From an optimization exercise on the open Yosys and OpenROAD flow, aimed at small area and few clock cycles; shortcuts taken in it are not production practice.
In this exercise RTL edits were held to simulation tests only and were not proved equivalent to the original.

==> indigo <==
Design risc_v_core, start of the top module:
module risc_v_core (
    input  logic        clk,
    input  logic        rst_n,
    output logic        imem_req,
    output logic [31:0] imem_addr,
    input  logic [31:0] imem_rdata,
    input  logic        imem_ready,
    input  logic        imem_err,
    output logic        dmem_req,
    output logic        dmem_we,
    output logic [3:0]  dmem_be,
    output logic [31:0] dmem_addr,
    output logic [31:0] dmem_wdata,
    input  logic [31:0] dmem_rdata,
    input  logic        dmem_ready,
    input  logic        dmem_err,
    input  logic        fetch_enable,
    input  logic [31:0] irq,
    input  logic        debug_req,
    output logic        core_sleep,
    input  logic        scan_mode,
    input  logic        scan_en,
    input  logic        scan_in,
    output logic        scan_out
);
Settings: LEC_CHECK=0, CAP_MARGIN=10, CORE_MARGIN=2, CORE_UTILIZATION=55, CTS_BUF_LIST=sky130_fd_sc_hd__clkbuf_8 sky130_fd_sc_hd__clkbuf_16, CTS_CLUSTER_DIAMETER=80, CTS_CLUSTER_SIZE=25, PLACE_DENSITY=0.7, SLEW_MARGIN=10, SYNTH_HIERARCHICAL=1, SYNTH_MINIMUM_KEEP_SIZE=0; clock period 13.0 ns.
standard.sh (not shown) runs the stock make flow with config.mk's settings and CLKGATE_MAP_FILE= SYNTH_SCRIPT=/design/flow/synth_recipe.tcl, a recipe that flattens the netlist after the stock synthesis.
==> flow/flow/run.sh <==
#!/bin/bash
# Standard layout with two changes: every port is buffered by a small buffer
# cell (instead of the default pick), and clock tree synthesis inserts no dummy
# loads. Each tool's output goes to its own log file here.
set -euo pipefail
export BUFFER_PORTS_ARGS="-buffer_cell sky130_fd_sc_hd__buf_1"
export CTS_ARGS="-sink_clustering_enable -repair_clock_nets -dont_use_dummy_load -sink_clustering_size 25 -sink_clustering_max_diameter 80 -buf_list {sky130_fd_sc_hd__clkbuf_8 sky130_fd_sc_hd__clkbuf_16}"
bash standard.sh > standard_flow.log 2>&1
==> harbor: changes against indigo <==
==> flow/flow/run.sh (replaced) <==
#!/bin/bash
# Standard layout with two changes: every port is buffered by a small buffer
# cell (instead of the default pick), and clock tree synthesis inserts no dummy
# loads; after global routing, gates on paths with positive slack are
# downsized (ORFS RECOVER_POWER). Each tool's output goes to its own log file here.
set -euo pipefail
export BUFFER_PORTS_ARGS="-buffer_cell sky130_fd_sc_hd__buf_1"
export CTS_ARGS="-sink_clustering_enable -repair_clock_nets -dont_use_dummy_load -sink_clustering_size 25 -sink_clustering_max_diameter 80 -buf_list {sky130_fd_sc_hd__clkbuf_8 sky130_fd_sc_hd__clkbuf_16}"
export RECOVER_POWER=100
bash standard.sh > standard_flow.log 2>&1
==> pepper: changes against indigo <==
==> flow/flow/run.sh (replaced) <==
#!/bin/bash
# Standard layout, with every port buffered by a small buffer cell instead of the
# default pick. Each tool's output goes to its own log file here.
set -euo pipefail
export BUFFER_PORTS_ARGS="-buffer_cell sky130_fd_sc_hd__buf_1"
bash standard.sh > standard_flow.log 2>&1
--- a/flow/config.mk
+++ b/flow/config.mk
@@ -6,12 +6,12 @@
 export NUM_CORES = 4
 export LEC_CHECK = 0
-export CAP_MARGIN = 10
+export CAP_MARGIN = 20
 export CORE_MARGIN = 2
-export CORE_UTILIZATION = 55
+export CORE_UTILIZATION = 50
 export CTS_BUF_LIST = sky130_fd_sc_hd__clkbuf_8 sky130_fd_sc_hd__clkbuf_16
 export CTS_CLUSTER_DIAMETER = 80
 export CTS_CLUSTER_SIZE = 25
-export PLACE_DENSITY = 0.7
-export SLEW_MARGIN = 10
+export PLACE_DENSITY = 0.65
+export SLEW_MARGIN = 20
 export SYNTH_HIERARCHICAL = 1
 export SYNTH_MINIMUM_KEEP_SIZE = 0
==> reports/metrics.cfg <==
[routing]
post_drt_wl_per_cell_um = 39.9

[pwr]
power.density_nw_per_um2 = 144
power_mw = 7.92
p_comb_mw = 2.15
p_leak_nw = 23.2

[worst_setup_path]
cp_max_fo = 31

[floorplanning]
initial_utilization_pct = 50.4

[status]
outcome = timing/DRC/antenna clean

[global_route]
grt_pass1_wl_mm = 341

[layout]
final_area_um2 = 54900
final-clk-cell-share_pct = 3.06
n_fill_cell = 8690

The numbers above come from pepper.

==> reports/metrics.cfg <==
[status]
outcome = timing/DRC/antenna clean

[worst_setup_path]
cp_max_fo = 31

[layout]
multi_input_area_share_pct = 48.3
final_area_um2 = 54500
final-clk-cell-share_pct = 2.53
n_fill_cell = 7546

[timing]
rsz0062_at_grt = no
finalCritPeriodShare_pct = 92.2
holdWs_ns = 0.485

[global_route]
grt_pass1_wl_mm = 332

[pwr]
p_comb_mw = 2.17

[job]
max_cap_viol_count = 0

The numbers above come from indigo.

==> reports/metrics.cfg <==
[job]
max_cap_viol_count = 35

[floorplanning]
initial_utilization_pct = 55.2

[status]
check.faults = max-capacitance violations, max-slew violations
outcome = finished with violations

[pwr]
p_comb_mw = 2.13

[timing]
finalMaxSlewViolations = 1217

[routing]
post_drt_wl_per_cell_um = 39.6

[layout]
final-clk-cell-share_pct = 2.54

The numbers above come from harbor.

Testbench counts of indigo, summed over its fixed seeds: cycles 8,987.
Testbench counts of harbor, summed over its fixed seeds: cycles 8,987.
Testbench counts of pepper, summed over its fixed seeds: cycles 8,987.

re-timing with driven ports:
The flow's constraints put no driver on any port. The routed layouts listed below were extracted and timed again, unchanged, in two steps. Step 1 assumes that a clkbuf_16 drives the clock port and a buf_2 every other input. Step 2 times the ports against the registers' clock, not the clock port: input delays grow and output delays shrink by t, the midpoint of the rising clock arrivals with the driver on. a / b / c = ideal / step 1 / step 2; a / b = the first two.
run | shift t [ns] | setup WS [ns] | hold WS [ns] | worst setup path at the end | worst register clock-pin slew, ns
indigo | 0.736 | 1.008 / 1.016 / 0.281 | 0.485 / 0.485 / 0.485 | input to register | 0.11 / 0.11
harbor | 0.738 | 0.355 / 0.230 / -0.336 | 0.487 / 0.487 / 0.487 | input to register | 0.11 / 0.11
pepper | 0.800 | 0.681 / 0.625 / -0.175 | 0.486 / 0.486 / 0.486 | input to register | 0.11 / 0.11
For pepper, which loses most, drivers alone change the setup slack by -0.056 ns; drivers and shift together by -0.856 ns.
